This is an optimization exercise on Yosys and OpenROAD, whose aim is small area, a short achievable clock period and few clock cycles, not a production implementation.
The RTL was checked by simulation tests, not by an equivalence proof against the original design.

Setup of old:
## FPTrig
module FPTrig(
    input clock,
    input reset,
    input start,
    input [1:0] func,
    input [31:0] a_in,
    output reg [31:0] result,
    output reg done
    );
    localparam [31:0] ONE  = 32'h3f800000;
    localparam [31:0] PI_2 = 32'h3fc8f5c3;
    function [31:0] fadd_core(input [31:0] a, input [31:0] b);
        reg        swap;
        reg [7:0]  d, E;
        reg [23:0] L, Sx, S;
        reg [24:0] m;
        reg [4:0]  lz;
        begin
            swap = b[30:0] > a[30:0];
            d  = swap ? b[30:23] - a[30:23] : a[30:23] - b[30:23];
            L  = swap ? {1'b1, b[22:0]} : {1'b1, a[22:0]};
            Sx = swap ? {1'b1, a[22:0]} : {1'b1, b[22:0]};
            S  = (d >= 8'd24) ? 24'd0 : Sx >> d[4:0];
            E  = swap ? b[30:23] : a[30:23];
            m  = (a[31] ^ b[31]) ? {1'b0, L} - {1'b0, S} : {1'b0, L} + {1'b0, S};
            if (m[24]) begin
                fadd_core = {a[31], E + 8'd1, m[23:1]};
            end else begin
                lz[4] = m[23:8] == 16'd0;  if (lz[4]) m = m << 16;
                lz[3] = m[23:16] == 8'd0;  if (lz[3]) m = m << 8;
                lz[2] = m[23:20] == 4'd0;  if (lz[2]) m = m << 4;
                lz[1] = m[23:22] == 2'd0;  if (lz[1]) m = m << 2;
                lz[0] = ~m[23];            if (lz[0]) m = m << 1;
  ...
==> flow/config.mk <==
export PLATFORM = sky130hd
export DESIGN_NAME = FPTrig
export DESIGN_NICKNAME = FPTrig
export VERILOG_FILES = /design/flow/design.v
export SDC_FILE = /design/flow/constraint.sdc
export NUM_CORES = 4
export LEC_CHECK = 0
export ABC_AREA = 1
export CAP_MARGIN = 20
export CORE_MARGIN = 2
export CORE_UTILIZATION = 30
export SLEW_MARGIN = 20
==> flow/constraint.sdc <==
create_clock -name core_clock -period 20.0 [get_ports {clock}]
set_input_delay 4.0000 -clock core_clock [delete_from_list [all_inputs] [get_ports {clock}]]
set_output_delay 4.0000 -clock core_clock [all_outputs]
set_load 0.01 [all_outputs]
standard.sh (not shown) runs the stock make flow with config.mk's settings and CLKGATE_MAP_FILE= SYNTH_SCRIPT=/design/flow/synth_recipe.tcl, a recipe that flattens the netlist after the stock synthesis.
==> flow/flow/run.sh <==
#!/bin/bash
# The standard layout (the standard.sh, standard synthesis included) with
# a larger setup margin for the resizer's timing repair, so that it keeps
# shortening paths below the 20 ns clock. Full make output goes to flow.log.
set -euo pipefail
bash standard.sh SETUP_SLACK_MARGIN=11 finish > flow.log 2>&1
old completed; timing, DRC and antenna clean
Testbench counts of old, summed over its fixed seeds: cycles 47,984.
Changes in new relative to old:
--- a/flow/design.v
+++ b/flow/design.v
@@ -50,26 +50,35 @@
             else if (a0)
                 faddsub = bb;
             else
                 faddsub = fadd_core(a, bb);
         end
     endfunction
     function [3:0] add15(input [3:0] x, input [3:0] y);
-        reg [4:0] s, t;
+        reg [3:0] g, p, c;
         begin
-            s = {1'b0, x} + {1'b0, y};
-            t = {1'b0, x} + {1'b0, y} + 5'd1;
-            add15 = t[4] ? t[3:0] : s[3:0];
+            g = x & y;
+            p = x | y;
+            c[0] = g[3] | (p[3] & g[2]) | (p[3] & p[2] & g[1]) | (p[3] & p[2] & p[1] & g[0]);
+            c[1] = g[0] | (p[0] & c[0]);
+            c[2] = g[1] | (p[1] & g[0]) | (p[1] & p[0] & c[0]);
+            c[3] = g[2] | (p[2] & g[1]) | (p[2] & p[1] & g[0]) | (p[2] & p[1] & p[0] & c[0]);
+            add15 = x ^ y ^ c;
         end
     endfunction
-    function [3:0] qd15(input [3:0] r, input [3:0] d);
-        reg [4:0] t;
+    function [3:0] qd15(input [3:0] r15, input [3:0] d);
+        reg [3:0] r, g, p;
+        reg       ge;
         begin
-            t = {1'b0, r} + {1'b0, d} + 5'd1;
-            qd15 = r + {3'd0, t[4]};
+            r = (r15 == 4'd15) ? 4'd0 : r15;
+            g = r & d;
+            p = r ^ d;
+            ge = g[3] | (p[3] & g[2]) | (p[3] & p[2] & g[1]) | (p[3] & p[2] & p[1] & g[0]) |
+                 (p[3] & p[2] & p[1] & p[0]);
+            qd15 = {r[3] ^ (ge & r[2] & r[1] & r[0]), r[2] ^ (ge & r[1] & r[0]), r[1] ^ (ge & r[0]), r[0] ^ ge};
         end
     endfunction
     function [31:0] fdivk(input [31:0] a, input [1:0] k, input [7:0] ed);
         reg        ge, p25, k5;
         reg [23:0] n;
         reg [21:0] u;
         reg [2:0]  g;
@@ -98,15 +107,15 @@
             case (k)
             2'd0:    v = ge ? {4'd0, t, 1'b0} : {3'd0, t, 2'b01};           
             2'd1:    v = ge ? {5'd0, n, 3'b011} : {4'd0, n, 4'b0111};       
             default: v = p25 ? (ge ? {3'd0, t, 2'b11} : {2'd0, t, 3'b110})   
                              : {2'd0, t, 3'b011};                             
             endcase
             for (i = 0; i < 8; i = i + 1)
-                c[i] = (v[4*i +: 4] == 4'd15) ? 4'd0 : v[4*i +: 4];
+                c[i] = v[4*i +: 4];
             s6   = add15(c[6], c[7]);
             p45  = add15(c[4], c[5]);
             p23  = add15(c[2], c[3]);
             s5   = add15(c[5], s6);
             s4   = add15(p45, s6);
             p123 = add15(c[1], p23);
             s3   = add15(c[3], s4);
--- outcome ---
Timing, DRC, antenna: 0 failures across old and new. [compare] base=old new=new: number of setup buffers added after CTS decreased by 15% relative to the old numbers; sequential share of layout area increased by 0.19 points relative to the old numbers; via count of the first global-routing pass closely matched the old numbers; post-cts gate resize count decreased by 21% relative to the old numbers. Compared new vs old, and setup slack is up in new. Part of the cycle the worst path needs: new vs old down 1.7 points. Die footprint: new worse than old. old tops out at a lower clock frequency than new. Relative area change from synthesis to final layout: lower on new. Clock skew sits lower in new than in old.
Testbench counts of new, summed over its fixed seeds: cycles 47,984.

port drivers added, routing unchanged:
No port has a modelled driver above. Below, the same layouts with a new extraction and two added sets of constraints. Step 1 sets driving cells, clkbuf_16 on the clock port and buf_2 on the other inputs (assumed; they add their load-dependent delay and slew). Step 2 moves the port delays by t, midway between the first and last clock arrival at a register: inputs arrive t later, outputs are due t later. That takes back most of the time a late clock gives input paths. Slacks: ideal ports / drivers / drivers and shift; pairs: ideal ports / drivers.
run | shift t [ns] | slack for setup (ns) | hold WS [ns]
old | 0.488 | 8.546 / 8.546 / 8.546 | 0.453 / 0.453 / 0.453
new | 0.480 | 8.893 / 8.893 / 8.893 | 0.433 / 0.433 / 0.433
After both steps setup and hold are still met in every run listed.
